Context: an optimization exercise on an open-source flow, tuned for small area, a short achievable clock period and few clock cycles per item. The choices shown serve that exercise and are no tape-out recipe.
No run shown here included a check of the RTL's function; only the layout flow was run.
No activity file was given, so power comes from the tool's default toggle rates.

==> flow/design.v (outline; a module is shown in full before it is edited, if it fits) <==
// module wallace_multi: 1540 lines
// module mao21: 3 lines
// module mxor2: 3 lines
// module mfa: 4 lines
// module mha: 4 lines
// module mbs: 5 lines
// module ma22o: 3 lines
// module mxor: 3 lines
module wallace_multi (
    input clk,
    input rst,
    input [15:0] a,
    input [15:0] b,
    output reg [31:0] p,
    output reg done
);
  // ...
==> flow/flow/run.sh <==
#!/bin/bash
set -euo pipefail
export BUFFER_PORTS_ARGS="-buffer_cell sky130_fd_sc_hd__buf_1"
bash standard.sh finish > orfs_make.log 2>&1
==> flow/standard.sh <==
#!/bin/bash
# synth_recipe.tcl (not shown) runs the flow's synth.tcl, then flattens the netlist and writes it again
# the make line also repeats each setting of config.mk as NAME=value (left out here)
make -C /OpenROAD-flow-scripts/flow DESIGN_CONFIG=/design/flow/config.mk WORK_HOME=/design/flow/orfs CLKGATE_MAP_FILE= SYNTH_SCRIPT=/design/flow/synth_recipe.tcl "${@:-finish}"
==> flow/config.mk <==
export PLATFORM = sky130hd
export DESIGN_NAME = wallace_multi
export DESIGN_NICKNAME = wallace_multi
export VERILOG_FILES = /design/flow/design.v
export SDC_FILE = /design/flow/constraint.sdc
export NUM_CORES = 4
export LEC_CHECK = 0
export CAP_MARGIN = 20
export CORE_MARGIN = 2
export CORE_UTILIZATION = 40
export CTS_BUF_LIST = sky130_fd_sc_hd__clkbuf_8
export CTS_CLUSTER_DIAMETER = 80
export CTS_CLUSTER_SIZE = 16
export SETUP_SLACK_MARGIN = 2.0
export SLEW_MARGIN = 20
export SYNTH_HIERARCHICAL = 1
==> flow/constraint.sdc <==
create_clock -name core_clock -period 4.0 [get_ports {clk}]
set_input_delay 0.8000 -clock core_clock [delete_from_list [all_inputs] [get_ports {clk}]]
set_output_delay 0.8000 -clock core_clock [all_outputs]
set_load 0.01 [all_outputs]
==> results_tabular.tex, run 1 <==
\begin{tabular}{lr}
\hline
Metric & Value \\
\hline
\multicolumn{2}{l}{\textbf{Outcome}} \\
Result of the run & timing/DRC/antenna clean \\
\multicolumn{2}{l}{\textbf{Global route}} \\
Global-route wire length before repair & 37.85 mm \\
Vias in the first global route & 6931 \\
Overflow left after global routing & 0 \\
\multicolumn{2}{l}{\textbf{Route}} \\
Count of antenna-violating nets left after detailed routing & 0 \\
Wire length per cell after detailed routing & 19.22 µm \\
Total Wirelength & 25.43 mm \\
Length of routed met3 wiring & 1.714 mm \\
Length of the first detailed-routing pass in iterations & 5 \\
\multicolumn{2}{l}{\textbf{Power and ir drop}} \\
Worst VDD drop & 0.5233 mV \\
P\_seq & 3770 µW \\
Part of the total power dissipated in combinational logic & 48.9\% \\
\multicolumn{2}{l}{\textbf{Setup path}} \\
Worst flop-to-flop path startpoint & r580 \\
Worst Setup End Kind & flip-flop \\
Cell chain of the critical path & ha\_4 > and2\_4 > a21o\_1 > a21o\_1 > a21o\_4 > a21o\_1 > a21o\_1 > a21o\_1 > a21o\_1 > xor2\_1 \\
\multicolumn{2}{l}{\textbf{Clock network}} \\
TritonCTS clock tree & built \\
\multicolumn{2}{l}{\textbf{Logic synthesis}} \\
Compound-gate portion of the synthesized area & 13.16\% \\
EDFF count, synth & 0 \\
Cell accounting for the most synthesized area & sky130\_fd\_sc\_hd\_\_dfxtp\_1 \\
Sequential cell area fraction in the yosys report & 42.51\% \\
Area share of the leading cell type in the synthesized netlist & 41.59\% \\
\multicolumn{2}{l}{\textbf{Final layout}} \\
Core Util, Final & 48.66\% \\
Multi-input comb cells & 575 \\
Register name with the most flops & p \\
Fill cell instance count of the final layout & 2343 \\
Most frequent cells in the layout & 175 x sky130\_fd\_sc\_hd\_\_dfxtp\_1, 151 x sky130\_fd\_sc\_hd\_\_xor2\_1, 120 x sky130\_fd\_sc\_hd\_\_a22o\_1, 90 x sky130\_fd\_sc\_hd\_\_fa\_1, 66 x sky130\_fd\_sc\_hd\_\_buf\_1 \\
Share of cells above drive strength 1 & 20.57\% \\
Total inserted antenna cells & 0 \\
Share of cell area taken by multi-input logic gates & 49.53\% \\
Non-CTS inverters & 15 \\
\multicolumn{2}{l}{\textbf{Floorplan}} \\
Number of core rows & 60 \\
Initial cell density of the core & 40.59\% \\
\multicolumn{2}{l}{\textbf{Placement}} \\
Number of placed instances with taps included & 1227 \\
\hline
\end{tabular}
==> run 2, diff against run 1 <==
==> flow/design.v (replaced) <==
module wallace_multi (
    input clk,
    input rst,
    input [15:0] a,
    input [15:0] b,
    output reg [31:0] p,
    output reg done
);
    wire c225;
    wire c227;
    wire c229;
    wire c231;
    wire c233;
    wire c235;
    wire c237;
    wire c239;
    wire c243;
    wire c245;
    wire c247;
    wire c251;
    wire c253;
    wire c255;
    wire c257;
    wire c261;
    wire c263;
    wire c265;
    wire c270;
    wire c273;
    wire c275;
    wire c277;
    wire c279;
    wire c284;
    wire c286;
    wire c288;
    wire c290;
    wire c292;
    wire c297;
    wire c299;
    wire c301;
    wire c303;
    wire c305;
    wire c307;
    wire c312;
    wire c314;
    wire c316;
    wire c318;
    wire c320;
    wire c325;
    wire c329;
    wire c331;
    wire c333;
    wire c335;
    wire c337;
    wire c339;
    wire c344;
    wire c347;
    wire c349;
    wire c351;
    wire c353;
    wire c355;
    wire c357;
    wire c362;
    wire c365;
    wire c367;
    wire c369;
    wire c371;
    wire c373;
    wire c375;
    wire c380;
    wire c384;
    wire c386;
    wire c388;
    wire c390;
    wire c392;
    wire c394;
    wire c396;
    wire c401;
    wire c403;
    wire c405;
    wire c407;
    wire c409;
    wire c411;
    wire c413;
    wire c418;
    wire c421;
    wire c423;
    wire c425;
    wire c427;
    wire c429;
    wire c431;
    wire c436;
    wire c439;
    wire c441;
    wire c443;
    wire c445;
    wire c447;
    wire c452;
    wire c455;
    wire c457;
    wire c459;
    wire c461;
    wire c463;
    wire c468;
    wire c471;
    wire c473;
    wire c475;
    wire c477;
    wire c482;
    wire c485;
    wire c487;
    wire c489;
    wire c491;
    wire c496;
    wire c499;
    wire c501;
    wire c503;
    wire c505;
    wire c509;
    wire c511;
    wire c513;
    wire c515;
    wire c520;
    wire c522;
    wire c524;
    wire c529;
    wire c531;
    wire c533;
    wire c538;
    wire c540;
    wire c542;
    wire c544;
    wire c546;
    wire c548;
    wire c550;
    wire n1;
    wire n2;
    wire n3;
    wire n4;
    wire n5;
    wire n6;
    wire n7;
    wire n8;
    wire n9;
    wire n10;
    wire n11;
    wire n12;
    wire n13;
    wire n14;
    wire n15;
    wire n19;
    wire n22;
    wire n24;
    wire n26;
    wire n28;
    wire n30;
    wire n32;
    wire n34;
    wire n36;
    wire n38;
    wire n40;
    wire n42;
    wire n44;
    wire n46;
    wire n48;
    wire n50;
    wire n51;
    wire n52;
    wire n55;
    wire n57;
    wire n58;
    wire n59;
    wire n60;
    wire n61;
    wire n62;
    wire n63;
    wire n64;
    wire n65;
    wire n66;
    wire n67;
    wire n68;
    wire n69;
    wire n70;
    wire n71;
    wire n72;
    wire n73;
    wire n76;
    wire n78;
    wire n79;
    wire n80;
    wire n81;
    wire n82;
    wire n83;
    wire n84;
    wire n85;
    wire n86;
    wire n87;
    wire n88;
    wire n89;
    wire n90;
    wire n91;
    wire n92;
    wire n93;
    wire n94;
    wire n97;
    wire n99;
    wire n100;
    wire n101;
    wire n102;
    wire n103;
    wire n104;
    wire n105;
    wire n106;
    wire n107;
    wire n108;
    wire n109;
    wire n110;
    wire n111;
    wire n112;
    wire n113;
    wire n114;
    wire n115;
    wire n118;
    wire n120;
    wire n121;
    wire n122;
    wire n123;
    wire n124;
    wire n125;
    wire n126;
    wire n127;
    wire n128;
    wire n129;
    wire n130;
    wire n131;
    wire n132;
    wire n133;
    wire n134;
    wire n135;
    wire n136;
    wire n139;
    wire n141;
    wire n142;
    wire n143;
    wire n144;
    wire n145;
    wire n146;
    wire n147;
    wire n148;
    wire n149;
    wire n150;
    wire n151;
    wire n152;
    wire n153;
    wire n154;
    wire n155;
    wire n156;
    wire n157;
    wire n160;
    wire n162;
    wire n163;
    wire n164;
    wire n165;
    wire n166;
    wire n167;
    wire n168;
    wire n169;
    wire n170;
    wire n171;
    wire n172;
    wire n173;
    wire n174;
    wire n175;
    wire n176;
    wire n177;
    wire n178;
    wire n181;
    wire n183;
    wire n184;
    wire n185;
    wire n186;
    wire n187;
    wire n188;
    wire n189;
    wire n190;
    wire n191;
    wire n192;
    wire n193;
    wire n194;
    wire n195;
    wire n196;
    wire n197;
    wire n198;
    wire n199;
    wire n200;
    wire n201;
    wire n202;
    wire n203;
    wire n204;
    wire n205;
    wire n206;
    wire n207;
    wire n208;
    wire n209;
    wire n210;
    wire n211;
    wire n212;
    wire n213;
    wire n214;
    wire n215;
    wire n216;
    wire n217;
    wire n218;
    wire n219;
    wire n220;
    wire n221;
    wire n222;
    wire n223;
    wire n551;
    wire n552;
    wire n553;
    wire n554;
    wire n555;
    wire n556;
    wire n559;
    wire n560;
    wire n562;
    wire n563;
    wire n564;
    wire n565;
    wire n566;
    wire n567;
    wire n568;
    wire n569;
    wire n570;
    wire n571;
    wire n572;
    wire n573;
    wire n574;
    wire n575;
    wire n578;
    wire n579;
    wire n582;
    wire n583;
    wire n586;
    wire n587;
    wire n590;
    wire n591;
    wire n592;
    wire n593;
    wire n594;
    wire n595;
    wire n596;
    wire n597;
    wire n598;
    wire n599;
    wire n600;
    wire n601;
    wire n602;
    wire n603;
    wire n604;
    wire n605;
    wire n606;
    wire n607;
    wire n608;
    wire n609;
    wire n611;
    wire n612;
    wire n615;
    wire n616;
    wire n619;
    wire n620;
    wire n623;
    wire n624;
    wire n625;
    wire n626;
    wire n627;
    wire n628;
    wire n630;
    wire n631;
    wire n632;
    wire n633;
    wire n634;
    wire n635;
    wire n636;
    wire n637;
    wire n638;
    wire n640;
    wire n641;
    wire n642;
    wire n645;
    wire n646;
    wire n647;
    wire n648;
    wire n649;
    wire n650;
    wire n651;
    wire n652;
    wire n653;
    wire n654;
    wire n655;
    wire n656;
    wire n657;
    wire n658;
    wire n659;
    wire n660;
    wire n661;
    wire n662;
    wire n663;
    wire n664;
    wire n665;
    wire n666;
    wire n667;
    wire n668;
    wire n669;
    wire n670;
    wire n671;
    wire n672;
    wire n674;
    wire n676;
    wire n677;
    wire n678;
    wire n679;
    wire n680;
    wire n681;
    wire n682;
    wire n683;
    wire n684;
    wire n685;
    wire n686;
    wire n687;
    wire n688;
    wire n689;
    wire n690;
    wire n691;
    wire n692;
    wire n694;
    wire n696;
    wire n697;
    wire n698;
    wire n699;
    wire n700;
    wire n701;
    wire n702;
    wire n703;
    wire n704;
    wire n705;
    wire n706;
    wire n710;
    wire n712;
    wire n713;
    wire n714;
    wire n717;
    wire n718;
    wire n721;
    wire n722;
    wire n725;
    wire n726;
    wire n729;
    wire n730;
    wire n731;
    wire n732;
    wire n733;
    wire n734;
    wire n735;
    wire n736;
    wire n737;
    wire n738;
    wire n739;
    wire n740;
    wire n741;
    wire n742;
    wire n743;
    wire n744;
    wire n745;
    wire n746;
    wire n750;
    wire n752;
    wire n755;
    wire n756;
    wire n757;
    wire n758;
    wire n759;
    wire n760;
    wire n763;
    wire n764;
    wire n767;
    wire n768;
    wire n771;
    wire n772;
    wire n775;
    wire n776;
    wire n779;
    wire n780;
    wire n783;
    wire n784;
    wire n787;
    wire n788;
    wire n791;
    wire n792;
    wire n793;
    wire n794;
    wire n795;
    wire n796;
    wire n797;
    wire n798;
    wire n799;
    wire n800;
    wire n801;
    wire n802;
    wire n803;
    wire n804;
    wire n805;
    wire n806;
    wire n807;
    wire n808;
    wire n809;
    wire n810;
    wire n811;
    wire n812;
    wire n813;
    wire n814;
    wire n815;
    wire n816;
    wire n817;
    wire n818;
    wire n819;
    wire n820;
    wire n821;
    wire n822;
    wire n823;
    wire n824;
    wire n825;
    wire n826;
    wire n827;
    wire n828;
    wire n829;
    wire n830;
    wire n831;
    wire n832;
    wire n833;
    wire n834;
    wire n835;
    wire n838;
    wire n840;
    wire n841;
    wire n842;
    wire n843;
    wire n844;
    wire n845;
    wire n846;
    wire n847;
    wire n849;
    wire n851;
    wire n853;
    wire n854;
    wire n856;
    wire n858;
    wire n860;
    wire n862;
    wire n864;
    wire n866;
    wire n868;
    reg r16;
    reg r17;
    reg r18;
    reg r20;
    reg r21;
    reg r23;
    reg r25;
    reg r27;
    reg r29;
    reg r31;
    reg r33;
    reg r35;
    reg r37;
    reg r39;
    reg r41;
    reg r43;
    reg r45;
    reg r47;
    reg r49;
    reg r53;
    reg r54;
    reg r56;
    reg r74;
    reg r75;
    reg r77;
    reg r95;
    reg r96;
    reg r98;
    reg r116;
    reg r117;
    reg r119;
    reg r137;
    reg r138;
    reg r140;
    reg r158;
    reg r159;
    reg r161;
    reg r179;
    reg r180;
    reg r182;
    reg r240;
    reg r241;
    reg r248;
    reg r249;
    reg r258;
    reg r259;
    reg r266;
    reg r267;
    reg r268;
    reg r271;
    reg r280;
    reg r281;
    reg r282;
    reg r293;
    reg r294;
    reg r295;
    reg r308;
    reg r309;
    reg r310;
    reg r321;
    reg r322;
    reg r323;
    reg r326;
    reg r327;
    reg r340;
    reg r341;
    reg r342;
    reg r345;
    reg r358;
    reg r359;
    reg r360;
    reg r363;
    reg r376;
    reg r377;
    reg r378;
    reg r381;
    reg r382;
    reg r397;
    reg r398;
    reg r399;
    reg r414;
    reg r415;
    reg r416;
    reg r419;
    reg r432;
    reg r433;
    reg r434;
    reg r437;
    reg r448;
    reg r449;
    reg r450;
    reg r453;
    reg r464;
    reg r465;
    reg r466;
    reg r469;
    reg r478;
    reg r479;
    reg r480;
    reg r483;
    reg r492;
    reg r493;
    reg r494;
    reg r497;
    reg r506;
    reg r507;
    reg r516;
    reg r517;
    reg r518;
    reg r525;
    reg r526;
    reg r527;
    reg r534;
    reg r535;
    reg r536;
    reg r557;
    reg r558;
    reg r561;
    reg r576;
    reg r577;
    reg r580;
    reg r581;
    reg r584;
    reg r585;
    reg r588;
    reg r589;
    reg r610;
    reg r613;
    reg r614;
    reg r617;
    reg r618;
    reg r621;
    reg r622;
    reg r629;
    reg r639;
    reg r643;
    reg r644;
    reg r673;
    reg r675;
    reg r693;
    reg r695;
    reg r707;
    reg r708;
    reg r709;
    reg r711;
    reg r715;
    reg r716;
    reg r719;
    reg r720;
    reg r723;
    reg r724;
    reg r727;
    reg r728;
    reg r747;
    reg r748;
    reg r749;
    reg r751;
    reg r753;
    reg r754;
    reg r761;
    reg r762;
    reg r765;
    reg r766;
    reg r769;
    reg r770;
    reg r773;
    reg r774;
    reg r777;
    reg r778;
    reg r781;
    reg r782;
    reg r785;
    reg r786;
    reg r789;
    reg r790;
    reg r836;
    reg r837;
    reg r839;
    reg r848;
    reg r850;
    reg r852;
    reg r855;
    reg r857;
    reg r859;
    reg r861;
    reg r863;
    reg r865;
    reg r867;
    reg r869;
    reg r870;
    reg r871;
    reg r872;
    reg r873;
    reg r874;
    reg r875;
    reg r876;
    reg r877;
    reg r878;
    reg r879;
    reg r880;
    reg r881;
    reg r882;
    reg r883;
    reg r884;
    wire s224;
    wire s226;
    wire s228;
    wire s230;
    wire s232;
    wire s234;
    wire s236;
    wire s238;
    wire s242;
    wire s244;
    wire s246;
    wire s250;
    wire s252;
    wire s254;
    wire s256;
    wire s260;
    wire s262;
    wire s264;
    wire s269;
    wire s272;
    wire s274;
    wire s276;
    wire s278;
    wire s283;
    wire s285;
    wire s287;
    wire s289;
    wire s291;
    wire s296;
    wire s298;
    wire s300;
    wire s302;
    wire s304;
    wire s306;
    wire s311;
    wire s313;
    wire s315;
    wire s317;
    wire s319;
    wire s324;
    wire s328;
    wire s330;
    wire s332;
    wire s334;
    wire s336;
    wire s338;
    wire s343;
    wire s346;
    wire s348;
    wire s350;
    wire s352;
    wire s354;
    wire s356;
    wire s361;
    wire s364;
    wire s366;
    wire s368;
    wire s370;
    wire s372;
    wire s374;
    wire s379;
    wire s383;
    wire s385;
    wire s387;
    wire s389;
    wire s391;
    wire s393;
    wire s395;
    wire s400;
    wire s402;
    wire s404;
    wire s406;
    wire s408;
    wire s410;
    wire s412;
    wire s417;
    wire s420;
    wire s422;
    wire s424;
    wire s426;
    wire s428;
    wire s430;
    wire s435;
    wire s438;
    wire s440;
    wire s442;
    wire s444;
    wire s446;
    wire s451;
    wire s454;
    wire s456;
    wire s458;
    wire s460;
    wire s462;
    wire s467;
    wire s470;
    wire s472;
    wire s474;
    wire s476;
    wire s481;
    wire s484;
    wire s486;
    wire s488;
    wire s490;
    wire s495;
    wire s498;
    wire s500;
    wire s502;
    wire s504;
    wire s508;
    wire s510;
    wire s512;
    wire s514;
    wire s519;
    wire s521;
    wire s523;
    wire s528;
    wire s530;
    wire s532;
    wire s537;
    wire s539;
    wire s541;
    wire s543;
    wire s545;
    wire s547;
    wire s549;
    assign n1 = b[1] & ~b[0];
    assign n2 = b[2] ^ b[1];
    assign n3 = (b[3] & ~b[2] & ~b[1]) | (~b[3] & b[2] & b[1]);
    assign n4 = b[4] ^ b[3];
    assign n5 = (b[5] & ~b[4] & ~b[3]) | (~b[5] & b[4] & b[3]);
    assign n6 = b[6] ^ b[5];
    assign n7 = (b[7] & ~b[6] & ~b[5]) | (~b[7] & b[6] & b[5]);
    assign n8 = b[8] ^ b[7];
    assign n9 = (b[9] & ~b[8] & ~b[7]) | (~b[9] & b[8] & b[7]);
    assign n10 = b[10] ^ b[9];
    assign n11 = (b[11] & ~b[10] & ~b[9]) | (~b[11] & b[10] & b[9]);
    assign n12 = b[12] ^ b[11];
    assign n13 = (b[13] & ~b[12] & ~b[11]) | (~b[13] & b[12] & b[11]);
    assign n14 = b[14] ^ b[13];
    assign n15 = (b[15] & ~b[14] & ~b[13]) | (~b[15] & b[14] & b[13]);
    always @(posedge clk) begin
        r16 <= b[0];
        r17 <= a[0];
        r18 <= b[1];
        r20 <= a[1];
        r21 <= n1;
        r23 <= a[2];
        r25 <= a[3];
        r27 <= a[4];
        r29 <= a[5];
        r31 <= a[6];
        r33 <= a[7];
        r35 <= a[8];
        r37 <= a[9];
        r39 <= a[10];
        r41 <= a[11];
        r43 <= a[12];
        r45 <= a[13];
        r47 <= a[14];
        r49 <= a[15];
        r53 <= n2;
        r54 <= b[3];
        r56 <= n3;
        r74 <= n4;
        r75 <= b[5];
        r77 <= n5;
        r95 <= n6;
        r96 <= b[7];
        r98 <= n7;
        r116 <= n8;
        r117 <= b[9];
        r119 <= n9;
        r137 <= n10;
        r138 <= b[11];
        r140 <= n11;
        r158 <= n12;
        r159 <= b[13];
        r161 <= n13;
        r179 <= n14;
        r180 <= b[15];
        r182 <= n15;
    end
    assign n19 = (r16 & r17) ^ r18;
    mbs un22 (.one(r16), .a1(r20), .two(r21), .a0(r17), .neg(r18), .x(n22));
    mbs un24 (.one(r16), .a1(r23), .two(r21), .a0(r20), .neg(r18), .x(n24));
    mbs un26 (.one(r16), .a1(r25), .two(r21), .a0(r23), .neg(r18), .x(n26));
    mbs un28 (.one(r16), .a1(r27), .two(r21), .a0(r25), .neg(r18), .x(n28));
    mbs un30 (.one(r16), .a1(r29), .two(r21), .a0(r27), .neg(r18), .x(n30));
    mbs un32 (.one(r16), .a1(r31), .two(r21), .a0(r29), .neg(r18), .x(n32));
    mbs un34 (.one(r16), .a1(r33), .two(r21), .a0(r31), .neg(r18), .x(n34));
    mbs un36 (.one(r16), .a1(r35), .two(r21), .a0(r33), .neg(r18), .x(n36));
    mbs un38 (.one(r16), .a1(r37), .two(r21), .a0(r35), .neg(r18), .x(n38));
    mbs un40 (.one(r16), .a1(r39), .two(r21), .a0(r37), .neg(r18), .x(n40));
    mbs un42 (.one(r16), .a1(r41), .two(r21), .a0(r39), .neg(r18), .x(n42));
    mbs un44 (.one(r16), .a1(r43), .two(r21), .a0(r41), .neg(r18), .x(n44));
    mbs un46 (.one(r16), .a1(r45), .two(r21), .a0(r43), .neg(r18), .x(n46));
    mbs un48 (.one(r16), .a1(r47), .two(r21), .a0(r45), .neg(r18), .x(n48));
    mbs un50 (.one(r16), .a1(r49), .two(r21), .a0(r47), .neg(r18), .x(n50));
    assign n51 = (r21 & r49) ^ r18;
    assign n52 = ~r18;
    assign n55 = (r53 & r17) ^ r54;
    mbs un57 (.one(r53), .a1(r20), .two(r56), .a0(r17), .neg(r54), .x(n57));
    mbs un58 (.one(r53), .a1(r23), .two(r56), .a0(r20), .neg(r54), .x(n58));
    mbs un59 (.one(r53), .a1(r25), .two(r56), .a0(r23), .neg(r54), .x(n59));
    mbs un60 (.one(r53), .a1(r27), .two(r56), .a0(r25), .neg(r54), .x(n60));
    mbs un61 (.one(r53), .a1(r29), .two(r56), .a0(r27), .neg(r54), .x(n61));
    mbs un62 (.one(r53), .a1(r31), .two(r56), .a0(r29), .neg(r54), .x(n62));
    mbs un63 (.one(r53), .a1(r33), .two(r56), .a0(r31), .neg(r54), .x(n63));
    mbs un64 (.one(r53), .a1(r35), .two(r56), .a0(r33), .neg(r54), .x(n64));
    mbs un65 (.one(r53), .a1(r37), .two(r56), .a0(r35), .neg(r54), .x(n65));
    mbs un66 (.one(r53), .a1(r39), .two(r56), .a0(r37), .neg(r54), .x(n66));
    mbs un67 (.one(r53), .a1(r41), .two(r56), .a0(r39), .neg(r54), .x(n67));
    mbs un68 (.one(r53), .a1(r43), .two(r56), .a0(r41), .neg(r54), .x(n68));
    mbs un69 (.one(r53), .a1(r45), .two(r56), .a0(r43), .neg(r54), .x(n69));
    mbs un70 (.one(r53), .a1(r47), .two(r56), .a0(r45), .neg(r54), .x(n70));
    mbs un71 (.one(r53), .a1(r49), .two(r56), .a0(r47), .neg(r54), .x(n71));
    assign n72 = (r56 & r49) ^ r54;
    assign n73 = ~r54;
    assign n76 = (r74 & r17) ^ r75;
    mbs un78 (.one(r74), .a1(r20), .two(r77), .a0(r17), .neg(r75), .x(n78));
    mbs un79 (.one(r74), .a1(r23), .two(r77), .a0(r20), .neg(r75), .x(n79));
    mbs un80 (.one(r74), .a1(r25), .two(r77), .a0(r23), .neg(r75), .x(n80));
    mbs un81 (.one(r74), .a1(r27), .two(r77), .a0(r25), .neg(r75), .x(n81));
    mbs un82 (.one(r74), .a1(r29), .two(r77), .a0(r27), .neg(r75), .x(n82));
    mbs un83 (.one(r74), .a1(r31), .two(r77), .a0(r29), .neg(r75), .x(n83));
    mbs un84 (.one(r74), .a1(r33), .two(r77), .a0(r31), .neg(r75), .x(n84));
    mbs un85 (.one(r74), .a1(r35), .two(r77), .a0(r33), .neg(r75), .x(n85));
    mbs un86 (.one(r74), .a1(r37), .two(r77), .a0(r35), .neg(r75), .x(n86));
    mbs un87 (.one(r74), .a1(r39), .two(r77), .a0(r37), .neg(r75), .x(n87));
    mbs un88 (.one(r74), .a1(r41), .two(r77), .a0(r39), .neg(r75), .x(n88));
    mbs un89 (.one(r74), .a1(r43), .two(r77), .a0(r41), .neg(r75), .x(n89));
    mbs un90 (.one(r74), .a1(r45), .two(r77), .a0(r43), .neg(r75), .x(n90));
    mbs un91 (.one(r74), .a1(r47), .two(r77), .a0(r45), .neg(r75), .x(n91));
    mbs un92 (.one(r74), .a1(r49), .two(r77), .a0(r47), .neg(r75), .x(n92));
    assign n93 = (r77 & r49) ^ r75;
    assign n94 = ~r75;
    assign n97 = (r95 & r17) ^ r96;
    mbs un99 (.one(r95), .a1(r20), .two(r98), .a0(r17), .neg(r96), .x(n99));
    mbs un100 (.one(r95), .a1(r23), .two(r98), .a0(r20), .neg(r96), .x(n100));
    mbs un101 (.one(r95), .a1(r25), .two(r98), .a0(r23), .neg(r96), .x(n101));
    mbs un102 (.one(r95), .a1(r27), .two(r98), .a0(r25), .neg(r96), .x(n102));
    mbs un103 (.one(r95), .a1(r29), .two(r98), .a0(r27), .neg(r96), .x(n103));
    mbs un104 (.one(r95), .a1(r31), .two(r98), .a0(r29), .neg(r96), .x(n104));
    mbs un105 (.one(r95), .a1(r33), .two(r98), .a0(r31), .neg(r96), .x(n105));
    mbs un106 (.one(r95), .a1(r35), .two(r98), .a0(r33), .neg(r96), .x(n106));
    mbs un107 (.one(r95), .a1(r37), .two(r98), .a0(r35), .neg(r96), .x(n107));
    mbs un108 (.one(r95), .a1(r39), .two(r98), .a0(r37), .neg(r96), .x(n108));
    mbs un109 (.one(r95), .a1(r41), .two(r98), .a0(r39), .neg(r96), .x(n109));
    mbs un110 (.one(r95), .a1(r43), .two(r98), .a0(r41), .neg(r96), .x(n110));
    mbs un111 (.one(r95), .a1(r45), .two(r98), .a0(r43), .neg(r96), .x(n111));
    mbs un112 (.one(r95), .a1(r47), .two(r98), .a0(r45), .neg(r96), .x(n112));
    mbs un113 (.one(r95), .a1(r49), .two(r98), .a0(r47), .neg(r96), .x(n113));
    assign n114 = (r98 & r49) ^ r96;
    assign n115 = ~r96;
    assign n118 = (r116 & r17) ^ r117;
    mbs un120 (.one(r116), .a1(r20), .two(r119), .a0(r17), .neg(r117), .x(n120));
    mbs un121 (.one(r116), .a1(r23), .two(r119), .a0(r20), .neg(r117), .x(n121));
    mbs un122 (.one(r116), .a1(r25), .two(r119), .a0(r23), .neg(r117), .x(n122));
    mbs un123 (.one(r116), .a1(r27), .two(r119), .a0(r25), .neg(r117), .x(n123));
    mbs un124 (.one(r116), .a1(r29), .two(r119), .a0(r27), .neg(r117), .x(n124));
    mbs un125 (.one(r116), .a1(r31), .two(r119), .a0(r29), .neg(r117), .x(n125));
    mbs un126 (.one(r116), .a1(r33), .two(r119), .a0(r31), .neg(r117), .x(n126));
    mbs un127 (.one(r116), .a1(r35), .two(r119), .a0(r33), .neg(r117), .x(n127));
    mbs un128 (.one(r116), .a1(r37), .two(r119), .a0(r35), .neg(r117), .x(n128));
    mbs un129 (.one(r116), .a1(r39), .two(r119), .a0(r37), .neg(r117), .x(n129));
    mbs un130 (.one(r116), .a1(r41), .two(r119), .a0(r39), .neg(r117), .x(n130));
    mbs un131 (.one(r116), .a1(r43), .two(r119), .a0(r41), .neg(r117), .x(n131));
    mbs un132 (.one(r116), .a1(r45), .two(r119), .a0(r43), .neg(r117), .x(n132));
    mbs un133 (.one(r116), .a1(r47), .two(r119), .a0(r45), .neg(r117), .x(n133));
    mbs un134 (.one(r116), .a1(r49), .two(r119), .a0(r47), .neg(r117), .x(n134));
    assign n135 = (r119 & r49) ^ r117;
    assign n136 = ~r117;
    assign n139 = (r137 & r17) ^ r138;
    mbs un141 (.one(r137), .a1(r20), .two(r140), .a0(r17), .neg(r138), .x(n141));
    mbs un142 (.one(r137), .a1(r23), .two(r140), .a0(r20), .neg(r138), .x(n142));
    mbs un143 (.one(r137), .a1(r25), .two(r140), .a0(r23), .neg(r138), .x(n143));
    mbs un144 (.one(r137), .a1(r27), .two(r140), .a0(r25), .neg(r138), .x(n144));
    mbs un145 (.one(r137), .a1(r29), .two(r140), .a0(r27), .neg(r138), .x(n145));
    mbs un146 (.one(r137), .a1(r31), .two(r140), .a0(r29), .neg(r138), .x(n146));
    mbs un147 (.one(r137), .a1(r33), .two(r140), .a0(r31), .neg(r138), .x(n147));
    mbs un148 (.one(r137), .a1(r35), .two(r140), .a0(r33), .neg(r138), .x(n148));
    mbs un149 (.one(r137), .a1(r37), .two(r140), .a0(r35), .neg(r138), .x(n149));
    mbs un150 (.one(r137), .a1(r39), .two(r140), .a0(r37), .neg(r138), .x(n150));
    mbs un151 (.one(r137), .a1(r41), .two(r140), .a0(r39), .neg(r138), .x(n151));
    mbs un152 (.one(r137), .a1(r43), .two(r140), .a0(r41), .neg(r138), .x(n152));
    mbs un153 (.one(r137), .a1(r45), .two(r140), .a0(r43), .neg(r138), .x(n153));
    mbs un154 (.one(r137), .a1(r47), .two(r140), .a0(r45), .neg(r138), .x(n154));
    mbs un155 (.one(r137), .a1(r49), .two(r140), .a0(r47), .neg(r138), .x(n155));
    assign n156 = (r140 & r49) ^ r138;
    assign n157 = ~r138;
    assign n160 = (r158 & r17) ^ r159;
    mbs un162 (.one(r158), .a1(r20), .two(r161), .a0(r17), .neg(r159), .x(n162));
    mbs un163 (.one(r158), .a1(r23), .two(r161), .a0(r20), .neg(r159), .x(n163));
    mbs un164 (.one(r158), .a1(r25), .two(r161), .a0(r23), .neg(r159), .x(n164));
    mbs un165 (.one(r158), .a1(r27), .two(r161), .a0(r25), .neg(r159), .x(n165));
    mbs un166 (.one(r158), .a1(r29), .two(r161), .a0(r27), .neg(r159), .x(n166));
    mbs un167 (.one(r158), .a1(r31), .two(r161), .a0(r29), .neg(r159), .x(n167));
    mbs un168 (.one(r158), .a1(r33), .two(r161), .a0(r31), .neg(r159), .x(n168));
    mbs un169 (.one(r158), .a1(r35), .two(r161), .a0(r33), .neg(r159), .x(n169));
    mbs un170 (.one(r158), .a1(r37), .two(r161), .a0(r35), .neg(r159), .x(n170));
    mbs un171 (.one(r158), .a1(r39), .two(r161), .a0(r37), .neg(r159), .x(n171));
    mbs un172 (.one(r158), .a1(r41), .two(r161), .a0(r39), .neg(r159), .x(n172));
    mbs un173 (.one(r158), .a1(r43), .two(r161), .a0(r41), .neg(r159), .x(n173));
    mbs un174 (.one(r158), .a1(r45), .two(r161), .a0(r43), .neg(r159), .x(n174));
    mbs un175 (.one(r158), .a1(r47), .two(r161), .a0(r45), .neg(r159), .x(n175));
    mbs un176 (.one(r158), .a1(r49), .two(r161), .a0(r47), .neg(r159), .x(n176));
    assign n177 = (r161 & r49) ^ r159;
    assign n178 = ~r159;
    assign n181 = (r179 & r17) ^ r180;
    mbs un183 (.one(r179), .a1(r20), .two(r182), .a0(r17), .neg(r180), .x(n183));
    mbs un184 (.one(r179), .a1(r23), .two(r182), .a0(r20), .neg(r180), .x(n184));
    mbs un185 (.one(r179), .a1(r25), .two(r182), .a0(r23), .neg(r180), .x(n185));
    mbs un186 (.one(r179), .a1(r27), .two(r182), .a0(r25), .neg(r180), .x(n186));
    mbs un187 (.one(r179), .a1(r29), .two(r182), .a0(r27), .neg(r180), .x(n187));
    mbs un188 (.one(r179), .a1(r31), .two(r182), .a0(r29), .neg(r180), .x(n188));
    mbs un189 (.one(r179), .a1(r33), .two(r182), .a0(r31), .neg(r180), .x(n189));
    mbs un190 (.one(r179), .a1(r35), .two(r182), .a0(r33), .neg(r180), .x(n190));
    mbs un191 (.one(r179), .a1(r37), .two(r182), .a0(r35), .neg(r180), .x(n191));
    mbs un192 (.one(r179), .a1(r39), .two(r182), .a0(r37), .neg(r180), .x(n192));
    mbs un193 (.one(r179), .a1(r41), .two(r182), .a0(r39), .neg(r180), .x(n193));
    mbs un194 (.one(r179), .a1(r43), .two(r182), .a0(r41), .neg(r180), .x(n194));
    mbs un195 (.one(r179), .a1(r45), .two(r182), .a0(r43), .neg(r180), .x(n195));
    mbs un196 (.one(r179), .a1(r47), .two(r182), .a0(r45), .neg(r180), .x(n196));
    mbs un197 (.one(r179), .a1(r49), .two(r182), .a0(r47), .neg(r180), .x(n197));
    assign n198 = (r182 & r49) ^ r180;
    assign n199 = ~r180;
    assign n200 = r180 & r17;
    assign n201 = r180 & r20;
    assign n202 = r180 & r23;
    assign n203 = r180 & r25;
    assign n204 = r180 & r27;
    assign n205 = r180 & r29;
    assign n206 = r180 & r31;
    assign n207 = r180 & r33;
    assign n208 = r180 & r35;
    assign n209 = r180 & r37;
    assign n210 = r180 & r39;
    assign n211 = r180 & r41;
    assign n212 = r180 & r43;
    assign n213 = r180 & r45;
    assign n214 = r180 & r47;
    assign n215 = r180 & r49;
    assign n216 = ~n201;
    assign n217 = ~n201;
    assign n218 = ~n204;
    assign n219 = ~n206;
    assign n220 = ~n208;
    assign n221 = ~n210;
    assign n222 = ~n212;
    assign n223 = ~n214;
    mha us224 (.a(r54), .b(n24), .s(s224), .co(c225));
    mha us226 (.a(n26), .b(n57), .s(s226), .co(c227));
    mfa us228 (.a(r75), .b(n28), .c(n58), .s(s228), .co(c229));
    mha us230 (.a(n76), .b(c227), .s(s230), .co(c231));
    mfa us232 (.a(n30), .b(n59), .c(n78), .s(s232), .co(c233));
    mfa us234 (.a(c229), .b(s232), .c(c231), .s(s234), .co(c235));
    mfa us236 (.a(r96), .b(n32), .c(n60), .s(s236), .co(c237));
    mfa us238 (.a(n79), .b(n97), .c(c233), .s(s238), .co(c239));
    mfa us244 (.a(n34), .b(n61), .c(n80), .s(s244), .co(c245));
    mfa us246 (.a(n99), .b(c237), .c(s244), .s(s246), .co(c247));
    mfa us252 (.a(r117), .b(n36), .c(n62), .s(s252), .co(c253));
    mfa us254 (.a(n81), .b(n100), .c(n118), .s(s254), .co(c255));
    mfa us256 (.a(c245), .b(s252), .c(s254), .s(s256), .co(c257));
    mfa us262 (.a(n38), .b(n63), .c(n82), .s(s262), .co(c263));
    mfa us264 (.a(n101), .b(n120), .c(c253), .s(s264), .co(c265));
    mfa us274 (.a(r138), .b(n40), .c(n64), .s(s274), .co(c275));
    mfa us276 (.a(n83), .b(n102), .c(n121), .s(s276), .co(c277));
    mfa us278 (.a(n139), .b(c263), .c(s274), .s(s278), .co(c279));
    mfa us287 (.a(n42), .b(n65), .c(n84), .s(s287), .co(c288));
    mfa us289 (.a(n103), .b(n122), .c(n141), .s(s289), .co(c290));
    mfa us291 (.a(c275), .b(c277), .c(s287), .s(s291), .co(c292));
    mfa us300 (.a(r159), .b(n44), .c(n66), .s(s300), .co(c301));
    mfa us302 (.a(n85), .b(n104), .c(n123), .s(s302), .co(c303));
    mfa us304 (.a(n142), .b(n160), .c(c288), .s(s304), .co(c305));
    mfa us306 (.a(c290), .b(s300), .c(s302), .s(s306), .co(c307));
    mfa us315 (.a(n46), .b(n67), .c(n86), .s(s315), .co(c316));
    mfa us317 (.a(n105), .b(n124), .c(n143), .s(s317), .co(c318));
    mfa us319 (.a(n162), .b(c301), .c(c303), .s(s319), .co(c320));
    mfa us332 (.a(r180), .b(n48), .c(n68), .s(s332), .co(c333));
    mfa us334 (.a(n87), .b(n106), .c(n125), .s(s334), .co(c335));
    mfa us336 (.a(n144), .b(n163), .c(n181), .s(s336), .co(c337));
    mfa us338 (.a(c316), .b(c318), .c(s332), .s(s338), .co(c339));
    mfa us350 (.a(n50), .b(n69), .c(n88), .s(s350), .co(c351));
    mfa us352 (.a(n107), .b(n126), .c(n145), .s(s352), .co(c353));
    mfa us354 (.a(n164), .b(n183), .c(c333), .s(s354), .co(c355));
    mfa us356 (.a(c335), .b(c337), .c(s350), .s(s356), .co(c357));
    mfa us368 (.a(n200), .b(n51), .c(n70), .s(s368), .co(c369));
    mfa us370 (.a(n89), .b(n108), .c(n127), .s(s370), .co(c371));
    mfa us372 (.a(n146), .b(n165), .c(n184), .s(s372), .co(c373));
    mfa us374 (.a(c351), .b(c353), .c(s368), .s(s374), .co(c375));
    mfa us387 (.a(n52), .b(n216), .c(n71), .s(s387), .co(c388));
    mfa us389 (.a(n90), .b(n109), .c(n128), .s(s389), .co(c390));
    mfa us391 (.a(n147), .b(n166), .c(n185), .s(s391), .co(c392));
    mfa us393 (.a(c369), .b(c371), .c(c373), .s(s393), .co(c394));
    mfa us395 (.a(s387), .b(s389), .c(s391), .s(s395), .co(c396));
    mfa us404 (.a(n202), .b(n217), .c(n72), .s(s404), .co(c405));
    mfa us406 (.a(n91), .b(n110), .c(n129), .s(s406), .co(c407));
    mfa us408 (.a(n148), .b(n167), .c(n186), .s(s408), .co(c409));
    mfa us410 (.a(c388), .b(c390), .c(c392), .s(s410), .co(c411));
    mfa us412 (.a(s404), .b(s406), .c(s408), .s(s412), .co(c413));
    mfa us422 (.a(n73), .b(n203), .c(n201), .s(s422), .co(c423));
    mfa us424 (.a(n92), .b(n111), .c(n130), .s(s424), .co(c425));
    mfa us426 (.a(n149), .b(n168), .c(n187), .s(s426), .co(c427));
    mfa us428 (.a(s422), .b(c405), .c(c407), .s(s428), .co(c429));
    mfa us430 (.a(c409), .b(s424), .c(s426), .s(s430), .co(c431));
    mfa us440 (.a(n218), .b(n93), .c(n112), .s(s440), .co(c441));
    mfa us442 (.a(n131), .b(n150), .c(n169), .s(s442), .co(c443));
    mfa us444 (.a(n188), .b(c423), .c(c425), .s(s444), .co(c445));
    mfa us446 (.a(c427), .b(s440), .c(s442), .s(s446), .co(c447));
    mfa us456 (.a(n94), .b(n205), .c(n204), .s(s456), .co(c457));
    mfa us458 (.a(n113), .b(n132), .c(n151), .s(s458), .co(c459));
    mfa us460 (.a(n170), .b(n189), .c(s456), .s(s460), .co(c461));
    mfa us462 (.a(c441), .b(c443), .c(s458), .s(s462), .co(c463));
    mfa us472 (.a(n219), .b(n114), .c(n133), .s(s472), .co(c473));
    mfa us474 (.a(n152), .b(n171), .c(n190), .s(s474), .co(c475));
    mfa us476 (.a(c457), .b(c459), .c(s472), .s(s476), .co(c477));
    mfa us486 (.a(n115), .b(n207), .c(n206), .s(s486), .co(c487));
    mfa us488 (.a(n134), .b(n153), .c(n172), .s(s488), .co(c489));
    mfa us490 (.a(n191), .b(s486), .c(c473), .s(s490), .co(c491));
    mfa us500 (.a(n220), .b(n135), .c(n154), .s(s500), .co(c501));
    mfa us502 (.a(n173), .b(n192), .c(c487), .s(s502), .co(c503));
    mfa us504 (.a(c489), .b(s500), .c(s502), .s(s504), .co(c505));
    mfa us510 (.a(n136), .b(n209), .c(n208), .s(s510), .co(c511));
    mfa us512 (.a(n155), .b(n174), .c(n193), .s(s512), .co(c513));
    mfa us514 (.a(s510), .b(c501), .c(s512), .s(s514), .co(c515));
    mfa us521 (.a(n221), .b(n156), .c(n175), .s(s521), .co(c522));
    mfa us523 (.a(n194), .b(c511), .c(c513), .s(s523), .co(c524));
    mfa us530 (.a(n157), .b(n211), .c(n210), .s(s530), .co(c531));
    mfa us532 (.a(n176), .b(n195), .c(s530), .s(s532), .co(c533));
    mfa us539 (.a(n222), .b(n177), .c(n196), .s(s539), .co(c540));
    mfa us541 (.a(c531), .b(s539), .c(c533), .s(s541), .co(c542));
    mfa us543 (.a(n178), .b(n213), .c(n212), .s(s543), .co(c544));
    mfa us545 (.a(n197), .b(s543), .c(c540), .s(s545), .co(c546));
    mfa us547 (.a(n223), .b(n198), .c(c544), .s(s547), .co(c548));
    mfa us549 (.a(n199), .b(n215), .c(n214), .s(s549), .co(c550));
    assign n551 = n19 & r18;
    assign n552 = n19 ^ r18;
    assign n553 = n55 & s224;
    assign n554 = n55 ^ s224;
    assign n555 = c225 & s226;
    assign n556 = c225 ^ s226;
    assign n625 = n22 & n551;
    assign n626 = n22 & n552;
    assign n627 = n555 | (n556 & n553);
    assign n628 = n556 & n554;
    assign n659 = n553 | (n554 & n625);
    assign n660 = n554 & n626;
    assign n661 = n627 | (n628 & n625);
    assign n662 = n628 & n626;
    assign n825 = n22 ^ n551;
    assign n826 = n554 ^ n625;
    assign n827 = n556 ^ n659;
    always @(posedge clk) begin
        r240 <= s236;
        r241 <= s238;
        r248 <= c239;
        r249 <= s246;
        r258 <= c247;
        r259 <= s256;
        r266 <= c255;
        r267 <= s262;
        r268 <= c257;
        r271 <= s264;
        r280 <= s276;
        r281 <= c265;
        r282 <= s278;
        r293 <= s289;
        r294 <= c279;
        r295 <= s291;
        r308 <= c292;
        r309 <= s304;
        r310 <= s306;
        r321 <= s315;
        r322 <= s317;
        r323 <= c305;
        r326 <= c307;
        r327 <= s319;
        r340 <= s334;
        r341 <= s336;
        r342 <= c320;
        r345 <= s338;
        r358 <= s352;
        r359 <= c339;
        r360 <= s354;
        r363 <= s356;
        r376 <= s370;
        r377 <= s372;
        r378 <= c355;
        r381 <= c357;
        r382 <= s374;
        r397 <= c375;
        r398 <= s393;
        r399 <= s395;
        r414 <= c394;
        r415 <= c396;
        r416 <= s410;
        r419 <= s412;
        r432 <= c411;
        r433 <= c413;
        r434 <= s428;
        r437 <= s430;
        r448 <= c429;
        r449 <= c431;
        r450 <= s444;
        r453 <= s446;
        r464 <= s460;
        r465 <= c445;
        r466 <= c447;
        r469 <= s462;
        r478 <= s474;
        r479 <= c461;
        r480 <= c463;
        r483 <= s476;
        r492 <= c475;
        r493 <= s488;
        r494 <= c477;
        r497 <= s490;
        r506 <= c491;
        r507 <= s504;
        r516 <= c503;
        r517 <= s514;
        r518 <= c505;
        r525 <= s521;
        r526 <= c515;
        r527 <= s523;
        r534 <= c522;
        r535 <= s532;
        r536 <= c524;
        r557 <= s228;
        r558 <= s230;
        r561 <= c235;
        r610 <= s541;
        r613 <= c542;
        r614 <= s545;
        r617 <= c546;
        r618 <= s547;
        r621 <= c548;
        r622 <= s549;
        r629 <= s234;
        r693 <= n661;
        r695 <= n662;
        r869 <= n552;
        r871 <= n825;
        r873 <= n826;
        r875 <= n827;
    end
    mha us242 (.a(r240), .b(r241), .s(s242), .co(c243));
    mha us250 (.a(r248), .b(r249), .s(s250), .co(c251));
    mha us260 (.a(r258), .b(r259), .s(s260), .co(c261));
    mfa us269 (.a(r266), .b(r267), .c(r268), .s(s269), .co(c270));
    mha us272 (.a(r271), .b(c261), .s(s272), .co(c273));
    mfa us283 (.a(r280), .b(r281), .c(r282), .s(s283), .co(c284));
    mfa us285 (.a(c270), .b(s283), .c(c273), .s(s285), .co(c286));
    mfa us296 (.a(r293), .b(r294), .c(r295), .s(s296), .co(c297));
    mha us298 (.a(c284), .b(s296), .s(s298), .co(c299));
    mfa us311 (.a(r308), .b(r309), .c(r310), .s(s311), .co(c312));
    mha us313 (.a(c297), .b(s311), .s(s313), .co(c314));
    mfa us324 (.a(r321), .b(r322), .c(r323), .s(s324), .co(c325));
    mfa us328 (.a(r326), .b(r327), .c(c312), .s(s328), .co(c329));
    mha us330 (.a(s324), .b(c314), .s(s330), .co(c331));
    mfa us343 (.a(r340), .b(r341), .c(r342), .s(s343), .co(c344));
    mfa us346 (.a(r345), .b(c325), .c(s343), .s(s346), .co(c347));
    mfa us348 (.a(c329), .b(s346), .c(c331), .s(s348), .co(c349));
    mfa us361 (.a(r358), .b(r359), .c(r360), .s(s361), .co(c362));
    mfa us364 (.a(r363), .b(c344), .c(s361), .s(s364), .co(c365));
    mha us366 (.a(c347), .b(s364), .s(s366), .co(c367));
    mfa us379 (.a(r376), .b(r377), .c(r378), .s(s379), .co(c380));
    mfa us383 (.a(r381), .b(r382), .c(c362), .s(s383), .co(c384));
    mfa us385 (.a(s379), .b(c365), .c(s383), .s(s385), .co(c386));
    mfa us400 (.a(r397), .b(r398), .c(r399), .s(s400), .co(c401));
    mfa us402 (.a(c380), .b(s400), .c(c384), .s(s402), .co(c403));
    mfa us417 (.a(r414), .b(r415), .c(r416), .s(s417), .co(c418));
    mfa us420 (.a(r419), .b(c401), .c(s417), .s(s420), .co(c421));
    mfa us435 (.a(r432), .b(r433), .c(r434), .s(s435), .co(c436));
    mfa us438 (.a(r437), .b(c418), .c(s435), .s(s438), .co(c439));
    mfa us451 (.a(r448), .b(r449), .c(r450), .s(s451), .co(c452));
    mfa us454 (.a(r453), .b(c436), .c(s451), .s(s454), .co(c455));
    mfa us467 (.a(r464), .b(r465), .c(r466), .s(s467), .co(c468));
    mfa us470 (.a(r469), .b(c452), .c(s467), .s(s470), .co(c471));
    mfa us481 (.a(r478), .b(r479), .c(r480), .s(s481), .co(c482));
    mfa us484 (.a(r483), .b(c468), .c(s481), .s(s484), .co(c485));
    mfa us495 (.a(r492), .b(r493), .c(r494), .s(s495), .co(c496));
    mfa us498 (.a(r497), .b(c482), .c(s495), .s(s498), .co(c499));
    mfa us508 (.a(r506), .b(r507), .c(c496), .s(s508), .co(c509));
    mfa us519 (.a(r516), .b(r517), .c(r518), .s(s519), .co(c520));
    mfa us528 (.a(r525), .b(r526), .c(r527), .s(s528), .co(c529));
    mfa us537 (.a(r534), .b(r535), .c(r536), .s(s537), .co(c538));
    assign n559 = r557 & r558;
    assign n560 = r557 ^ r558;
    assign n562 = r561 & s242;
    assign n563 = r561 ^ s242;
    assign n564 = c243 & s250;
    assign n565 = c243 ^ s250;
    assign n566 = c251 & s260;
    assign n567 = c251 ^ s260;
    assign n568 = s269 & s272;
    assign n569 = s269 ^ s272;
    assign n570 = c286 & s298;
    assign n571 = c286 ^ s298;
    assign n572 = c299 & s313;
    assign n573 = c299 ^ s313;
    assign n574 = s328 & s330;
    assign n575 = s328 ^ s330;
    assign n592 = c421 & s438;
    assign n593 = c421 ^ s438;
    assign n594 = c439 & s454;
    assign n595 = c439 ^ s454;
    assign n596 = c455 & s470;
    assign n597 = c455 ^ s470;
    assign n598 = c471 & s484;
    assign n599 = c471 ^ s484;
    assign n600 = c485 & s498;
    assign n601 = c485 ^ s498;
    assign n602 = c499 & s508;
    assign n603 = c499 ^ s508;
    assign n604 = c509 & s519;
    assign n605 = c509 ^ s519;
    assign n606 = c520 & s528;
    assign n607 = c520 ^ s528;
    assign n608 = c529 & s537;
    assign n609 = c529 ^ s537;
    assign n611 = c538 & r610;
    assign n612 = c538 ^ r610;
    assign n615 = r613 & r614;
    assign n616 = r613 ^ r614;
    assign n619 = r617 & r618;
    assign n620 = r617 ^ r618;
    assign n623 = r621 & r622;
    assign n624 = r621 ^ r622;
    assign n630 = r629 & n559;
    assign n631 = r629 & n560;
    assign n632 = n564 | (n565 & n562);
    assign n633 = n565 & n563;
    assign n634 = n568 | (n569 & n566);
    assign n635 = n569 & n567;
    assign n636 = n571 & s285;
    assign n637 = n574 | (n575 & n572);
    assign n638 = n575 & n573;
    assign n647 = n596 | (n597 & n594);
    assign n648 = n597 & n595;
    assign n649 = n600 | (n601 & n598);
    assign n650 = n601 & n599;
    assign n651 = n604 | (n605 & n602);
    assign n652 = n605 & n603;
    assign n653 = n608 | (n609 & n606);
    assign n654 = n609 & n607;
    assign n655 = n615 | (n616 & n611);
    assign n656 = n616 & n612;
    assign n657 = n623 | (n624 & n619);
    assign n658 = n624 & n620;
    assign n663 = n562 | (n563 & n630);
    assign n664 = n563 & n631;
    assign n665 = n632 | (n633 & n630);
    assign n666 = n633 & n631;
    assign n667 = s285 & n634;
    assign n668 = s285 & n635;
    assign n669 = n570 | (n636 & n634);
    assign n670 = n636 & n635;
    assign n671 = s348 & n637;
    assign n672 = s348 & n638;
    assign n681 = n598 | (n599 & n647);
    assign n682 = n599 & n648;
    assign n683 = n649 | (n650 & n647);
    assign n684 = n650 & n648;
    assign n685 = n606 | (n607 & n651);
    assign n686 = n607 & n652;
    assign n687 = n653 | (n654 & n651);
    assign n688 = n654 & n652;
    assign n689 = n619 | (n620 & n655);
    assign n690 = n620 & n656;
    assign n691 = n657 | (n658 & n655);
    assign n692 = n658 & n656;
    assign n694 = n559 | (n560 & r693);
    assign n696 = n560 & r695;
    assign n697 = n630 | (n631 & r693);
    assign n698 = n631 & r695;
    assign n699 = n663 | (n664 & r693);
    assign n700 = n664 & r695;
    assign n701 = n665 | (n666 & r693);
    assign n702 = n666 & r695;
    assign n703 = n572 | (n573 & n669);
    assign n704 = n573 & n670;
    assign n705 = n637 | (n638 & n669);
    assign n706 = n638 & n670;
    assign n731 = n611 | (n612 & n687);
    assign n732 = n612 & n688;
    assign n733 = n655 | (n656 & n687);
    assign n734 = n656 & n688;
    assign n735 = n689 | (n690 & n687);
    assign n736 = n690 & n688;
    assign n737 = n691 | (n692 & n687);
    assign n738 = n692 & n688;
    assign n739 = n566 | (n567 & n701);
    assign n740 = n567 & n702;
    assign n741 = n634 | (n635 & n701);
    assign n742 = n635 & n702;
    assign n743 = n667 | (n668 & n701);
    assign n744 = n668 & n702;
    assign n745 = n669 | (n670 & n701);
    assign n746 = n670 & n702;
    assign n828 = n560 ^ r693;
    assign n829 = r629 ^ n694;
    assign n830 = n563 ^ n697;
    assign n831 = n565 ^ n699;
    assign n832 = n567 ^ n701;
    assign n833 = n569 ^ n739;
    assign n834 = s285 ^ n741;
    assign n835 = n571 ^ n743;
    always @(posedge clk) begin
        r576 <= c349;
        r577 <= s366;
        r580 <= c367;
        r581 <= s385;
        r584 <= c386;
        r585 <= s402;
        r588 <= c403;
        r589 <= s420;
        r639 <= s348;
        r643 <= n592;
        r644 <= n593;
        r673 <= n637;
        r675 <= n638;
        r707 <= n671;
        r708 <= n672;
        r709 <= n669;
        r711 <= n670;
        r715 <= n594;
        r716 <= n595;
        r719 <= n647;
        r720 <= n648;
        r723 <= n681;
        r724 <= n682;
        r727 <= n683;
        r728 <= n684;
        r747 <= n703;
        r748 <= n704;
        r749 <= n701;
        r751 <= n702;
        r753 <= n705;
        r754 <= n706;
        r761 <= n602;
        r762 <= n603;
        r765 <= n651;
        r766 <= n652;
        r769 <= n685;
        r770 <= n686;
        r773 <= n687;
        r774 <= n688;
        r777 <= n731;
        r778 <= n732;
        r781 <= n733;
        r782 <= n734;
        r785 <= n735;
        r786 <= n736;
        r789 <= n737;
        r790 <= n738;
        r836 <= n573;
        r837 <= n745;
        r839 <= n575;
        r848 <= n597;
        r850 <= n599;
        r852 <= n601;
        r855 <= n605;
        r857 <= n607;
        r859 <= n609;
        r861 <= n612;
        r863 <= n616;
        r865 <= n620;
        r867 <= n624;
        r870 <= r869;
        r872 <= r871;
        r874 <= r873;
        r876 <= r875;
        r877 <= n828;
        r878 <= n829;
        r879 <= n830;
        r880 <= n831;
        r881 <= n832;
        r882 <= n833;
        r883 <= n834;
        r884 <= n835;
    end
    assign n578 = r576 & r577;
    assign n579 = r576 ^ r577;
    assign n582 = r580 & r581;
    assign n583 = r580 ^ r581;
    assign n586 = r584 & r585;
    assign n587 = r584 ^ r585;
    assign n590 = r588 & r589;
    assign n591 = r588 ^ r589;
    assign n640 = n579 & r639;
    assign n641 = n586 | (n587 & n582);
    assign n642 = n587 & n583;
    assign n645 = r643 | (r644 & n590);
    assign n646 = r644 & n591;
    assign n674 = n578 | (n640 & r673);
    assign n676 = n640 & r675;
    assign n677 = n590 | (n591 & n641);
    assign n678 = n591 & n642;
    assign n679 = n645 | (n646 & n641);
    assign n680 = n646 & n642;
    assign n710 = r707 | (r708 & r709);
    assign n712 = r708 & r711;
    assign n713 = n674 | (n676 & r709);
    assign n714 = n676 & r711;
    assign n717 = r715 | (r716 & n679);
    assign n718 = r716 & n680;
    assign n721 = r719 | (r720 & n679);
    assign n722 = r720 & n680;
    assign n725 = r723 | (r724 & n679);
    assign n726 = r724 & n680;
    assign n729 = r727 | (r728 & n679);
    assign n730 = r728 & n680;
    assign n750 = r747 | (r748 & r749);
    assign n752 = r748 & r751;
    assign n755 = r753 | (r754 & r749);
    assign n756 = r754 & r751;
    assign n757 = n710 | (n712 & r749);
    assign n758 = n712 & r751;
    assign n759 = n713 | (n714 & r749);
    assign n760 = n714 & r751;
    assign n763 = r761 | (r762 & n729);
    assign n764 = r762 & n730;
    assign n767 = r765 | (r766 & n729);
    assign n768 = r766 & n730;
    assign n771 = r769 | (r770 & n729);
    assign n772 = r770 & n730;
    assign n775 = r773 | (r774 & n729);
    assign n776 = r774 & n730;
    assign n779 = r777 | (r778 & n729);
    assign n780 = r778 & n730;
    assign n783 = r781 | (r782 & n729);
    assign n784 = r782 & n730;
    assign n787 = r785 | (r786 & n729);
    assign n788 = r786 & n730;
    assign n791 = r789 | (r790 & n729);
    assign n792 = r790 & n730;
    assign n793 = n582 | (n583 & n759);
    assign n794 = n583 & n760;
    assign n795 = n641 | (n642 & n759);
    assign n796 = n642 & n760;
    assign n797 = n677 | (n678 & n759);
    assign n798 = n678 & n760;
    assign n799 = n679 | (n680 & n759);
    assign n800 = n680 & n760;
    assign n801 = n717 | (n718 & n759);
    assign n802 = n718 & n760;
    assign n803 = n721 | (n722 & n759);
    assign n804 = n722 & n760;
    assign n805 = n725 | (n726 & n759);
    assign n806 = n726 & n760;
    assign n807 = n729 | (n730 & n759);
    assign n808 = n730 & n760;
    assign n809 = n763 | (n764 & n759);
    assign n810 = n764 & n760;
    assign n811 = n767 | (n768 & n759);
    assign n812 = n768 & n760;
    assign n813 = n771 | (n772 & n759);
    assign n814 = n772 & n760;
    assign n815 = n775 | (n776 & n759);
    assign n816 = n776 & n760;
    assign n817 = n779 | (n780 & n759);
    assign n818 = n780 & n760;
    assign n819 = n783 | (n784 & n759);
    assign n820 = n784 & n760;
    assign n821 = n787 | (n788 & n759);
    assign n822 = n788 & n760;
    assign n823 = n791 | (n792 & n759);
    assign n824 = n792 & n760;
    assign n838 = r836 ^ r837;
    assign n840 = r839 ^ n750;
    assign n841 = r639 ^ n755;
    assign n842 = n579 ^ n757;
    assign n843 = n583 ^ n759;
    assign n844 = n587 ^ n793;
    assign n845 = n591 ^ n795;
    assign n846 = r644 ^ n797;
    assign n847 = r716 ^ n799;
    assign n849 = r848 ^ n801;
    assign n851 = r850 ^ n803;
    assign n853 = r852 ^ n805;
    assign n854 = r762 ^ n807;
    assign n856 = r855 ^ n809;
    assign n858 = r857 ^ n811;
    assign n860 = r859 ^ n813;
    assign n862 = r861 ^ n815;
    assign n864 = r863 ^ n817;
    assign n866 = r865 ^ n819;
    assign n868 = r867 ^ n821;
    always @(posedge clk) p <= {n868, n866, n864, n862, n860, n858, n856, n854, n853, n851, n849, n847, n846, n845, n844, n843, n842, n841, n840, n838, r884, r883, r882, r881, r880, r879, r878, r877, r876, r874, r872, r870};
    reg [2:0] v;
    always @(posedge clk or negedge rst) begin
        if (!rst) begin
            v <= 3'b0;
            done <= 1'b0;
        end else begin
            v <= {v[1:0], 1'b1};
            done <= v[2];
        end
    end
endmodule
module mfa (input a, input b, input c, output s, output co);
    assign s = a ^ b ^ c;
    assign co = (a & b) | (a & c) | (b & c);
endmodule
module mha (input a, input b, output s, output co);
    assign s = a ^ b;
    assign co = a & b;
endmodule
module mbs (input one, input a1, input two, input a0, input neg, output x);
    wire m;
    ma22o u0 (.a(one), .b(a1), .c(two), .d(a0), .y(m));
    mxor u1 (.a(m), .b(neg), .y(x));
endmodule
module ma22o (input a, input b, input c, input d, output y);
    assign y = (a & b) | (c & d);
endmodule
module mxor (input a, input b, output y);
    assign y = a ^ b;
endmodule
--- a/flow/config.mk
+++ b/flow/config.mk
@@ -6,11 +6,11 @@
 export NUM_CORES = 4
 export LEC_CHECK = 0
 export CAP_MARGIN = 20
 export CORE_MARGIN = 2
 export CORE_UTILIZATION = 40
 export CTS_BUF_LIST = sky130_fd_sc_hd__clkbuf_8
 export CTS_CLUSTER_DIAMETER = 80
 export CTS_CLUSTER_SIZE = 16
-export SETUP_SLACK_MARGIN = 2.0
+export SETUP_SLACK_MARGIN = 1.9
 export SLEW_MARGIN = 20
 export SYNTH_HIERARCHICAL = 1
==> run 2 against run 1 <==
- power up 3.6%
- still clean on timing, DRC and antenna
- critical path depth down 4
- clock-buffer cell count up 1
- combinational power increased by 3%
- worst setup slack gained 0.0011 ns
- largest cell class unchanged
- synthesized cell count is 5.5% higher
- non-clock buffer count decreased by 54
- critical path type unchanged
- clock skew increased by 0.0069 ns
==> results_tabular.tex, run 2 <==
\begin{tabular}{lr}
\hline
Metric & Value \\
\hline
\multicolumn{2}{l}{\textbf{Outcome}} \\
Result of the run & timing/DRC/antenna clean (unchanged) \\
\multicolumn{2}{l}{\textbf{Timing}} \\
Minimum clock period & 2.177 ns (was 2.178 ns) \\
Setup repair after global routing missed its margin & yes (unchanged) \\
Worst-case clock skew & 0.03271 ns (was 0.02585 ns) \\
Final hold violations & 0 (unchanged) \\
Number of endpoints failing setup at the final stage & 0 (unchanged) \\
Share of the clock period used by the worst path after layout & 54.42\% (was 54.45\%) \\
Final setup slack of the worst path & 1.823 ns (was 1.822 ns) \\
\multicolumn{2}{l}{\textbf{Setup path}} \\
Critical path peak fanout & 4 (was 3) \\
Type of the worst setup path & reg2reg (unchanged) \\
CP endpoint & r727 (was p[31]) \\
Worst r2r path cells & 6 (was 10) \\
Worst Setup End Kind & flip-flop (unchanged) \\
Worst setup path startpoint & r448 (was r580) \\
Category of the worst setup path launch point & flip-flop (unchanged) \\
Cell chain of the critical path & fa\_1 > fa\_1 > ha\_4 > a21o\_1 > a21o\_1 > a21o\_1 (was ha\_4 > and2\_4 > a21o\_1 > a21o\_1 > a21o\_4 > a21o\_1 > a21o\_1 > a21o\_1 > a21o\_1 > xor2\_1) \\
Worst flop-to-flop path startpoint & r448 (was r580) \\
Worst reg2reg endpoint & r727 (was p[31]) \\
\multicolumn{2}{l}{\textbf{Clock network}} \\
TritonCTS clock tree & built (unchanged) \\
Clock net sink count & 236 (was 230) \\
Clock slew at reported path FFs & 0.10 ns (was 0.09 ns) \\
Depth of the CTS H-tree & 1 (unchanged) \\
Number of buffers inserted during clock tree synthesis & 19 (was 18) \\
\multicolumn{2}{l}{\textbf{Power and ir drop}} \\
Part of the power in registers & 39.0\% (about the same) \\
Sw Share & 37.17\% (was 34.95\%) \\
Part of the total power dissipated in combinational logic & 48.7\% (was 48.9\%) \\
Worst VDD drop & 0.4392 mV (was 0.5233 mV) \\
Power spent charging and discharging nets & 3727 µW (was 3382 µW) \\
\multicolumn{2}{l}{\textbf{Global route}} \\
Overflow left after global routing & 0 (unchanged) \\
Maximum number of pins on one net before global-route repair & 20 (unchanged) \\
Initial antenna violation count & 0 (unchanged) \\
GRT Overall Usage & 16.64\% (was 16.90\%) \\
Vias in the first global route & 7037 (was 6931) \\
Global-route wire length before repair & 38.14 mm (was 37.85 mm) \\
\multicolumn{2}{l}{\textbf{Final layout}} \\
Commonest non-fill, non-tap cell in the layout & sky130\_fd\_sc\_hd\_\_dfxtp\_1 (unchanged) \\
Registers with the most flip-flops & p (32), v (3) (unchanged) \\
Share of cells above drive strength 1 & 13.57\% (was 20.57\%) \\
Register name with the most flops & p (unchanged) \\
Total inserted antenna cells & 0 (unchanged) \\
Core Util, Final & 45.89\% (was 48.66\%) \\
Fill cell instance count of the final layout & 2593 (was 2343) \\
Area Growth Syn to Fin & 13.33\% (was 19.88\%) \\
Most frequent cells in the layout & 187 x sky130\_fd\_sc\_hd\_\_dfxtp\_1, 140 x sky130\_fd\_sc\_hd\_\_xor2\_1, 120 x sky130\_fd\_sc\_hd\_\_a22o\_1, 112 x sky130\_fd\_sc\_hd\_\_fa\_1, 66 x sky130\_fd\_sc\_hd\_\_buf\_1 (was 175 x sky130\_fd\_sc\_hd\_\_dfxtp\_1, 151 x sky130\_fd\_sc\_hd\_\_xor2\_1, 120 x sky130\_fd\_sc\_hd\_\_a22o\_1, 90 x sky130\_fd\_sc\_hd\_\_fa\_1, 66 x sky130\_fd\_sc\_hd\_\_buf\_1) \\
\multicolumn{2}{l}{\textbf{Route}} \\
Count of antenna-violating nets left after detailed routing & 0 (unchanged) \\
Uppermost signal routing layer after detailed routing & met4 (unchanged) \\
Post-detailed-route DRC marker count & 0 (unchanged) \\
Total Wirelength & 23.65 mm (was 25.43 mm) \\
Wire length per cell after detailed routing & 17.50 µm (was 19.22 µm) \\
Length of the first detailed-routing pass in iterations & 5 (unchanged) \\
Ratio of routed vias to standard cells & 5.019 (was 5.155) \\
Length of routed met3 wiring & 1.541 mm (was 1.714 mm) \\
\multicolumn{2}{l}{\textbf{Floorplan}} \\
Number of core rows & 61 (was 60) \\
Die H & 171.2 µm (was 168.9 µm) \\
Standard cell core area & 27630 µm² (was 26800 µm²) \\
Initial cell density of the core & 40.49\% (was 40.59\%) \\
Floorplan die area & 29320 µm² (was 28530 µm²) \\
\multicolumn{2}{l}{\textbf{Logic synthesis}} \\
Compound-gate portion of the synthesized area & 13.24\% (was 13.16\%) \\
EDFF count, synth & 0 (unchanged) \\
Most area-consuming cells after synthesis & sky130\_fd\_sc\_hd\_\_dfxtp\_1 42\%, sky130\_fd\_sc\_hd\_\_fa\_1 21\%, sky130\_fd\_sc\_hd\_\_xor2\_1 11\% (was sky130\_fd\_sc\_hd\_\_dfxtp\_1 42\%, sky130\_fd\_sc\_hd\_\_fa\_1 21\%, sky130\_fd\_sc\_hd\_\_xor2\_1 13\%) \\
FF+latch count, synth & 236 (was 230) \\
Sequential cell area fraction in the yosys report & 42.41\% (was 42.51\%) \\
Area share of the leading cell type in the synthesized netlist & 41.52\% (was 41.59\%) \\
Net count of the mapped netlist & 1061 (was 1012) \\
Proportion of synthesized area in mux cells & 0\% (unchanged) \\
Number of standard cells after synthesis & 869 (was 824) \\
Cell accounting for the most synthesized area & sky130\_fd\_sc\_hd\_\_dfxtp\_1 (unchanged) \\
Fraction of the mapped netlist area in simple logic gates & 4.049\% (was 3.749\%) \\
\multicolumn{2}{l}{\textbf{Worst hold path}} \\
Worst hold path type & in2async (unchanged) \\
\multicolumn{2}{l}{\textbf{Placement}} \\
Global placer's final weighted congestion & 0.8425 (was 0.7842) \\
Half-perimeter wire length after placement & 16.26 mm (was 15.44 mm) \\
Setup slack at placement & 1.590 ns (was 1.573 ns) \\
\hline
\end{tabular}
run 2: layout make-up:
type,instances,area share [%]
tap,378,3.730
inverter,33,0.9770
clock inverter,4,0.2467
timing repair buffer,85,3.336
multi-input combinational,594,50.83
sequential,236,38.60
clock buffer,21,2.280
run 2: repair_timing:
item,4_1_cts,5_1_grt
setup buffers,9,9
hold buffers,0,0
setup endpoints to repair,76,39
resized for setup,55,36
pin swaps,11,8
run 2: worst max-delay path: cells and delay by family, from the launching register on:
family	cells	cell delay, ns
fa+ha+maj	3	1.24
flops	1	0.33
compound gates	3	0.51
run 2: per-module statistics from Yosys (local to each module, per instance), a selection:
module	cell area, µm²	times used
ma22o	8.758	120
mfa	20.02	115
mha	12.51	11
mxor	8.758	120
wallace_multi	6645	1
run 2: power groups by stage:
stage                     clock [µW]  combinational [µW]  sequential [µW]
after detailed placement           0                4350             4000
after global placement             0                4270             3980
after floorplan                    0                3160             3920
after CTS                       1300                4650             3930
after global routing            1390                5660             4010
final                           1240                4880             3910
run 2: logic make-up after synthesis:
kind of cell	Yosys count
flops	236
compound gates	179
xor+xnor	169
fa+ha+maj	158
simple gates	87
buf+inv	39
other cells	1
run 2: worst min path at each step:
stage          from    to  slack (ns)  cells past startpoint
2_1_floorplan  r870  p[0]        0.31                      0
3_3_place_gp   r878  p[5]        0.31                      0
3_5_place_dp   r872  p[1]        0.31                      0
4_1_cts         rst  done        0.05                      1
5_1_grt         rst  done        0.05                      1
6_report        rst  done        0.09                      1
run 2: per-layer routing:
layer / global-route usage [%] / vias to the layer above
met1: 22.86 / 3363
met2: 27.03 / 212
li1: - / 3164
met5: 0 / -
met4: 4.679 / 0
met3: 3.014 / 42
run 2: through the flow:
| stage | total power, µW | std cells |
|---|---|---|
| floorplan | 7078 | 869 |
| global placement | 8249 | 1308 |
| detailed placement | 8349 | 1308 |
| CTS | 9887 | 1342 |
| global route | 11070 | 1351 |
| finish | 10030 | 1351 |

## static timing again, ports no longer ideal
In the flow no input, the clock included, has a driving cell. The finished layouts below were timed again as built, in two steps.
Step 1 sets driving cells, clkbuf_16 on the clock port and buf_2 on the other inputs (assumed; they add their load-dependent delay and slew).
Step 2 moves the port delays by t, midway between the first and last clock arrival at a register: inputs arrive t later, outputs are due t later. That takes back most of the time a late clock gives input paths.
Slacks: ideal / step 1 / step 2; pairs: ideal / step 1.
| run | t, ns | setup slack, ns | worst slew at a driven data input, ns | pins driven straight from the clock port |
|---|---|---|---|---|
| run 1 | 0.566 | 1.822 / 1.822 / 1.822 | 0.05 | 1 |
| run 2 | 0.570 | 1.823 / 1.823 / 1.823 | 0.05 | 1 |
After both steps every run listed still meets setup and hold.
